This design comes from an exercise in tuning for a short achievable clock period and few clock cycles on the open sky130 flow, not from production work. Function was checked by simulation only, so behaviour that the tests miss may differ from the original. No activity file was given, so power comes from the tool's default toggle rates.

## flow/config.mk

```make
export PLATFORM = sky130hd
export DESIGN_NAME = RV32I_CPU
export DESIGN_NICKNAME = RV32I_CPU
export VERILOG_FILES = /design/flow/design.v
export SDC_FILE = /design/flow/constraint.sdc
export NUM_CORES = 4
export LEC_CHECK = 0
export CAP_MARGIN = 20
export CORE_MARGIN = 2
export CORE_UTILIZATION = 30
export SLEW_MARGIN = 20
```

## flow/constraint.sdc

```tcl
create_clock -name core_clock -period 28.0 [get_ports {I_CLK}]
set_input_delay 5.6000 -clock core_clock [delete_from_list [all_inputs] [get_ports {I_CLK}]]
set_output_delay 5.6000 -clock core_clock [all_outputs]
set_load 0.01 [all_outputs]
```

## flow/design.v

```verilog
module RV32I_CPU (
     input         I_CLK
    ,input         I_RST_N
    ,input  [31:0] I_INSTR
    ,input  [31:0] I_MEM_RD_DATA
    ,output [31:0] O_PC
    ,output        O_MEM_WR
    ,output [ 3:0] O_MEM_WR_STRB
    ,output [31:0] O_MEM_ADDR
    ,output [31:0] O_MEM_WR_DATA
);
    reg  [31:0] r_pc_f;      
    reg         r_v_x;       
    reg  [31:0] r_ir_x;
    reg  [31:0] r_pc_x;
    reg         r_m_wr;      
    reg         r_m_ld;      
    reg  [ 4:0] r_m_rd;
    reg  [ 2:0] r_m_f3;
    reg  [31:0] r_m_addr;
    reg  [31:0] r_m_wdata;
    reg  [ 3:0] r_m_strb;
    wire [6:0] w_op  = r_ir_x[6:0];
    wire [2:0] w_f3  = r_ir_x[14:12];
    wire [4:0] w_rd  = r_ir_x[11:7];
    wire [4:0] w_rs1 = r_ir_x[19:15];
    wire [4:0] w_rs2 = r_ir_x[24:20];
    wire w_lui    = (w_op == 7'b0110111);
    wire w_auipc  = (w_op == 7'b0010111);
    wire w_jal    = (w_op == 7'b1101111);
    wire w_jalr   = (w_op == 7'b1100111);
    wire w_br     = (w_op == 7'b1100011);
    wire w_ld     = (w_op == 7'b0000011);
    wire w_st     = (w_op == 7'b0100011);
    wire w_opimm  = (w_op == 7'b0010011);
    wire w_oprr   = (w_op == 7'b0110011);
    wire w_use_rs1 = w_jalr | w_br | w_ld | w_st | w_opimm | w_oprr;
    wire w_use_rs2 = w_br | w_st | w_oprr;
    wire [31:0] w_imm_i = {{20{r_ir_x[31]}}, r_ir_x[31:20]};
    wire [31:0] w_imm_s = {{20{r_ir_x[31]}}, r_ir_x[31:25], r_ir_x[11:7]};
    wire [31:0] w_imm_b = {{19{r_ir_x[31]}}, r_ir_x[31], r_ir_x[7], r_ir_x[30:25], r_ir_x[11:8], 1'b0};
    wire [31:0] w_imm_u = {r_ir_x[31:12], 12'h0};
    wire [31:0] w_imm_j = {{11{r_ir_x[31]}}, r_ir_x[31], r_ir_x[19:12], r_ir_x[20], r_ir_x[30:21], 1'b0};
    wire [1023:0] w_rf;
    assign w_rf[31:0] = 32'h0;
    wire [31:0] w_a = w_rf[32*w_rs1 +: 32];
    wire [31:0] w_b = w_rf[32*w_rs2 +: 32];
    wire w_stall = r_v_x & r_m_ld &
                   ((w_use_rs1 & (w_rs1 == r_m_rd)) | (w_use_rs2 & (w_rs2 == r_m_rd)));
    wire w_go    = r_v_x & ~w_stall;
    wire [31:0] w_op2  = w_opimm ? w_imm_i : w_b;
    wire [31:0] w_sum  = w_a + w_op2;
    wire [31:0] w_diff = w_a - w_op2;
    wire        w_slt  = $signed(w_a) < $signed(w_op2);
    wire        w_sltu = w_a < w_op2;
    wire [ 4:0] w_sh   = w_op2[4:0];
    wire [31:0] w_sll  = w_a << w_sh;
    wire [31:0] w_srl  = w_a >> w_sh;
    wire [31:0] w_sra  = $signed(w_a) >>> w_sh;
    reg  [31:0] w_alu;
    always @(*) begin
        case (w_f3)
            3'd0: w_alu = (w_oprr & r_ir_x[30]) ? w_diff : w_sum;
            3'd1: w_alu = w_sll;
            3'd2: w_alu = {31'h0, w_slt};
            3'd3: w_alu = {31'h0, w_sltu};
            3'd4: w_alu = w_a ^ w_op2;
            3'd5: w_alu = r_ir_x[30] ? w_sra : w_srl;
            3'd6: w_alu = w_a | w_op2;
            default: w_alu = w_a & w_op2;
        endcase
    end
    wire [31:0] w_res_x = w_lui            ? w_imm_u :
                          w_auipc          ? r_pc_x + w_imm_u :
                          (w_jal | w_jalr) ? r_pc_x + 32'd4 :
                          w_alu;
    wire w_we_x = w_go & (w_rd != 5'd0) & (w_lui | w_auipc | w_jal | w_jalr | w_opimm | w_oprr);
    wire w_beq  = (w_a == w_b);
    wire w_blt  = $signed(w_a) < $signed(w_b);
    wire w_bltu = w_a < w_b;
    reg  w_cond;
    always @(*) begin
        case (w_f3)
            3'd0: w_cond = w_beq;
            3'd1: w_cond = ~w_beq;
            3'd4: w_cond = w_blt;
            3'd5: w_cond = ~w_blt;
            3'd6: w_cond = w_bltu;
            3'd7: w_cond = ~w_bltu;
            default: w_cond = 1'b0;
        endcase
    end
    wire        w_redirect = w_go & (w_jal | w_jalr | (w_br & w_cond));
    wire [31:0] w_jalr_t   = w_a + w_imm_i;
    wire [31:0] w_target   = w_jalr ? {w_jalr_t[31:1], 1'b0} :
                             w_jal  ? r_pc_x + w_imm_j :
                                      r_pc_x + w_imm_b;
    wire [31:0] w_addr = w_a + (w_st ? w_imm_s : w_imm_i);
    wire        w_ld_sext = ~r_m_f3[2];
    wire [31:0] w_ld_data = (r_m_f3[1:0] == 2'd0) ? {{24{w_ld_sext & I_MEM_RD_DATA[ 7]}}, I_MEM_RD_DATA[ 7:0]} :
                            (r_m_f3[1:0] == 2'd1) ? {{16{w_ld_sext & I_MEM_RD_DATA[15]}}, I_MEM_RD_DATA[15:0]} :
                                                    I_MEM_RD_DATA;
    genvar gi;
    generate
        for (gi = 1; gi < 32; gi = gi + 1) begin : g_rf
            reg [31:0] r_x;
            always @(posedge I_CLK) begin
                if (w_we_x && w_rd == gi)
                    r_x <= w_res_x;
                else if (r_m_ld && r_m_rd == gi)
                    r_x <= w_ld_data;
            end
            assign w_rf[32*gi +: 32] = r_x;
        end
    endgenerate
    always @(posedge I_CLK, negedge I_RST_N) begin
        if (!I_RST_N) begin
            r_pc_f <= 32'h0;
            r_v_x  <= 1'b0;
            r_m_wr <= 1'b0;
            r_m_ld <= 1'b0;
        end else begin
            if (w_redirect) begin
                r_pc_f <= w_target;
                r_v_x  <= 1'b0;
            end else if (!w_stall) begin
                r_pc_f <= r_pc_f + 32'd4;
                r_v_x  <= 1'b1;
            end
            r_m_wr <= w_go & w_st;
            r_m_ld <= w_go & w_ld & (w_rd != 5'd0);
        end
    end
    always @(posedge I_CLK) begin
        if (!w_stall) begin
            r_ir_x <= I_INSTR;
            r_pc_x <= r_pc_f;
        end
        r_m_rd    <= w_rd;
        r_m_f3    <= w_f3;
        r_m_addr  <= w_addr;
        r_m_wdata <= w_b;
        r_m_strb  <= w_f3[1] ? 4'b1111 : w_f3[0] ? 4'b0011 : 4'b0001;
    end
    assign O_PC          = r_pc_f;
    assign O_MEM_WR      = r_m_wr;
    assign O_MEM_WR_STRB = r_m_strb;
    assign O_MEM_ADDR    = r_m_addr;
    assign O_MEM_WR_DATA = r_m_wdata;
endmodule
```

## flow/run.sh

```bash
#!/bin/bash
# synth_recipe.tcl (not shown) runs the flow's synth.tcl, then flattens the netlist and writes it again
# the make line also repeats each setting of config.mk as NAME=value (left out here)
make -C /OpenROAD-flow-scripts/flow DESIGN_CONFIG=/design/flow/config.mk WORK_HOME=/design/flow/orfs CLKGATE_MAP_FILE= SYNTH_SCRIPT=/design/flow/synth_recipe.tcl finish
```

==> out/summary.md <==
The worst pin sits at a relative slew slack of 18.93%. The tools report the number of pins exceeding their max-slew limit in the final report as 0. In this run the vertical extent of the chip is 520.6 um. The synthesized netlist occupies a cell area of 0.08005 mm^2. For this run the aggregate overflow at the end of global routing stands at 0. The slack of the worst reg-to-reg path is 18.08 ns. The netlist uses 101 different library cells.

The smallest hold slack came out at 0.3641 ns. Setup repair after global routing left no endpoint under its margin. The classification of the worst setup path is reg2reg. In this run the power density over the cells is 63.60 mW/mm^2.

The global router's overall resource usage was 26.80%. By instance count, the cell type seen most on the critical path is sky130_fd_sc_hd__buf_4. The largest fanout of any net on the critical path is 45, and the count of antenna-violating nets left after detailed routing is 0. The net count after synthesis is 8235, and the final critical-path share of the clock period is 35.44%. The number of buffers and inverters on the critical path works out to 6. The shortest period the worst path allows works out to 9.924 ns. The first TritonRoute pass finished after 7 iterations.

Data on the critical path arrives at its endpoint at 10.58 ns. The total placed instance area is 0.08590 mm^2. The mean routed wirelength per cell was 32.98 um.

Class of the most critical hold timing path: reg2reg. Walking the worst path, the cells encountered are buf_4, buf_4, buf_4, mux4_2, mux4_2, mux2i_1, inv_1, o21ai_0, ha_1, inv_1, a21oi_1, o31ai_1, a21oi_1, o21bai_1, a211oi_1, o221ai_1, or3_1, a211oi_1, o31ai_4, buf_4, o21ai_0. In this run the tool buffered the top-level ports with 165 buffer cells. The analysis attributes to cell leakage a power of 32.58 nW. The endpoint kind of the worst setup timing path was a flop. The die span in x is 520.6 um.

Timing would allow up to 0.1008 GHz. The number of clock buffers inserted by TritonCTS was 133. Using the TritonRoute via totals, the vias-per-cell ratio works out to 6.190. TritonCTS built the clock tree.

The die footprint was 0.2710 mm^2. The slowest stage of the critical path belongs to the cell sky130_fd_sc_hd__edfxtp_1. At the end of the flow the core is filled with cells to 34.02%. The tools report the maximum level of the CTS H-tree as 4. The starting density of the core came out at 30.17%. The first routing iteration left 11016 violations.

For the final setup violation count, the log shows 0. Entering global routing, the biggest net connects 111 pins. The tool flagged a number of max-cap violations equal to 0.

The run gives 0.00006962 V as the maximum VDD drop. Sequential elements use 42.56% of the synthesized area. Adding up every negative setup slack in the final design gives 0 ns. The tools report the origin of the critical flop-to-flop path as r_ir_x[20].

The most used flip-flop cell after synthesis is sky130_fd_sc_hd__edfxtp_1. Post-synthesis sequential element count: 1165. After floorplanning, the core was sized to cover 0.2653 mm^2. The total vias in the final route is 70503.

Synthesis produced a netlist whose cell count is 7952. The clock drives 1165 sinks. The net count reported at finish was 8025; the average instance area after synthesis was 10.07 um^2.

The floorplan has 189 rows. Between clock sinks in the finished design, the worst skew comes to 0.04471 ns. The run gives 5.740 mW as the power after layout. In the synthesized netlist the async set-or-reset flop fraction comes to 3.004%. The tools report the start point of the worst min-delay path as r_ir_x[13]. For the required time of the worst setup path, the log shows 28.66 ns.

Total of warnings raised by yosys: 1. The post-synthesis to final-layout area growth is 12.75%, and the maximum root-to-sink buffer count is 3. The worst setup path is launched from a flop. The worst-case hold path end point is r_m_strb[2].

The flow ran to the end and the layout has no timing, DRC or antenna violations. During I/O placement, the number of pins put on the boundary was 167. The number of instances resized during post-cts repair is 0.

The number of cells on the worst reg-to-reg path is 21. The final design area excluding fillers was 0.09026 mm^2. Detailed placement finished with a half-perimeter wire length of 251700 um.

The clock root buffer is sky130_fd_sc_hd__clkbuf_16. The largest single stage delay on the critical path is 1.00 ns. The number of setup buffers added after CTS is 0. For this run, design rule violations remaining after detail routing come to 0.

The initial antenna violation count was 20. For the source-to-sink clock delay at the later pin of the worst-skew pair, the log shows 0.84 ns. The worst hold path passes through 0 cells.

The number of enable-type register cells in the synthesized netlist was 1056; the clock slew seen by the registers of the worst setup and hold paths was 0.06 ns. The hold buffer count at cts was 0; the wire length of the first global-routing pass was 520300 um. The hold violation count in the final report is 0, and the via count of the first global-routing pass is 67504. The share of cells above drive strength 1 works out to 14.58%. The total wire length was 375600 um. The capture instance of the worst register-to-register path is g_rf[25].r_x[0].

The routability congestion estimate from global placement is 1.029. The top cell family by delay on the critical path is compound AO/OA/AOI/OAI gates. The transition at the pin with the smallest max-transition slack is 1.203 ns.
[registers in the layout (all words and copies together) (netlist names), 2 cells and up]
signal	cells
r_ir_x	32
r_m_addr	32
r_pc_x	32
r_m_f3	3
g_rf.r_x	992
r_m_rd	5
r_pc_f	32
r_m_wdata	32
r_m_strb	2
[cell usage in the layout, fill, tap and decap left out, types with 77 or more instances in the layout]
cell	n
sky130_fd_sc_hd__a21oi_1	951
sky130_fd_sc_hd__nor2_1	908
sky130_fd_sc_hd__o21ai_0	466
sky130_fd_sc_hd__ha_1	213
sky130_fd_sc_hd__nand4_1	77
sky130_fd_sc_hd__clkbuf_16	138
sky130_fd_sc_hd__o22ai_1	77
sky130_fd_sc_hd__mux4_2	373
sky130_fd_sc_hd__xnor2_1	108
sky130_fd_sc_hd__inv_1	179
sky130_fd_sc_hd__mux2i_1	439
sky130_fd_sc_hd__a22oi_1	147
sky130_fd_sc_hd__edfxtp_1	1056
sky130_fd_sc_hd__buf_4	263
sky130_fd_sc_hd__clkdlybuf4s50_1	164
sky130_fd_sc_hd__a21o_1	106
sky130_fd_sc_hd__nand3_1	103
sky130_fd_sc_hd__nand2_1	672
sky130_fd_sc_hd__mux2_2	134
[report_power, final]
part | total (mW) | internal (mW) | switching [mW]
clock network | 1.77 | 0.996 | 0.776
registers | 2.13 | 1.99 | 0.142
logic | 1.84 | 0.643 | 1.20
total | 5.74 | 3.63 | 2.11
[synthesized netlist by cell type, types with 80 or more instances]
library cell / n / area, um^2
sky130_fd_sc_hd__ha_1: 213 / 2665
sky130_fd_sc_hd__inv_1: 179 / 671.9
sky130_fd_sc_hd__mux2i_1: 440 / 4404
sky130_fd_sc_hd__a21o_1: 113 / 848.3
sky130_fd_sc_hd__a22oi_1: 148 / 1111
sky130_fd_sc_hd__o22ai_1: 80 / 500.5
sky130_fd_sc_hd__xnor2_1: 108 / 945.9
sky130_fd_sc_hd__nand2_1: 677 / 2541
sky130_fd_sc_hd__nor2_1: 943 / 3540
sky130_fd_sc_hd__mux4_2: 373 / 8401
sky130_fd_sc_hd__clkbuf_1: 546 / 2049
sky130_fd_sc_hd__nand3_1: 103 / 515.5
sky130_fd_sc_hd__buf_2: 141 / 705.7
sky130_fd_sc_hd__o21ai_0: 501 / 2507
sky130_fd_sc_hd__mux2_2: 134 / 1509
sky130_fd_sc_hd__a21oi_1: 955 / 4780
sky130_fd_sc_hd__edfxtp_1: 1056 / 31710
[logic make-up (layout without fill, tap and decap cells)]
kind of cell,Yosys count,count (layout),share of synthesized area (%)
multiplexers,947,947,17.88
XOR/XNOR,171,171,1.871
buffers and inverters,966,855,4.989
flip-flops,1165,1165,42.56
adder cells (fa/ha/maj),217,217,3.429
AO/OA/AOI/OAI,2354,2354,17.78
other,1,17,0.004685
AND/OR/NAND/NOR,2131,2131,11.49
[per-stage QoR]
| step | setup slack, ns | instances |
|---|---|---|
| floorplan | 20.85 | 7952 |
| global placement | 18.41 | 11139 |
| detailed placement | 18.28 | 11139 |
| CTS | 18.26 | 11373 |
| global route | 17.71 | 11382 |
| finish | 18.08 | 11390 |
[how the worst max path moves through the flow]
stage,start,end,slack [ns],cells past startpoint
CTS,r_ir_x[20],g_rf[30].r_x[0],18.26,21
global placement,r_ir_x[20],r_pc_f[26],18.41,19
detailed placement,r_ir_x[20],g_rf[30].r_x[0],18.28,21
finish,r_ir_x[20],g_rf[25].r_x[0],18.08,21
global route,r_ir_x[20],g_rf[30].r_x[0],17.71,21
floorplan,I_MEM_RD_DATA[15],g_rf[10].r_x[23],20.85,7
[final cells by class]
class | count | area (um^2)
sequential | 1165 | 34070
tap | 3533 | 4420
antenna | 16 | 40.04
fill | 26551 | 175100
clock buffer | 175 | 3632
inverter | 188 | 708.2
clock inverter | 59 | 655.6
multi-input combinational | 5821 | 43020
timing repair buffer | 433 | 3716
[layer usage]
layer	part of all wire, %	global-route usage (%)
met5	0.022	0
met4	9.2	20.54
met3	11	6.075
met2	44	41.83
met1	35	32.12
Testbench counts, summed over its fixed seeds: cycles 89,140.

[port drivers added, routing unchanged]
In the flow no input, the clock included, has a driving cell. The finished layout below was timed again as built, in two steps. Step 1: set_driving_cell puts a clkbuf_16 on I_CLK and a buf_2 on each other input, an assumption about the parent block. Step 2 also shifts input and output timing later by t, the mid clock arrival at the registers, as if the neighbouring blocks saw the same clock. Three values: ideal ports, drivers, drivers and shift; two values: the first two.
t (ns): 0.912
setup WS [ns]: 18.076 / 18.076 / 18.076
worst setup path at the end: register to register
latest minus earliest clock arrival (ns): 0.045 / 0.044
worst register clock-pin slew, ns: 0.07 / 0.07
After both steps this run still meets setup and hold. For this run, drivers alone change the setup slack by 0.000 ns; drivers and shift together by 0.000 ns.
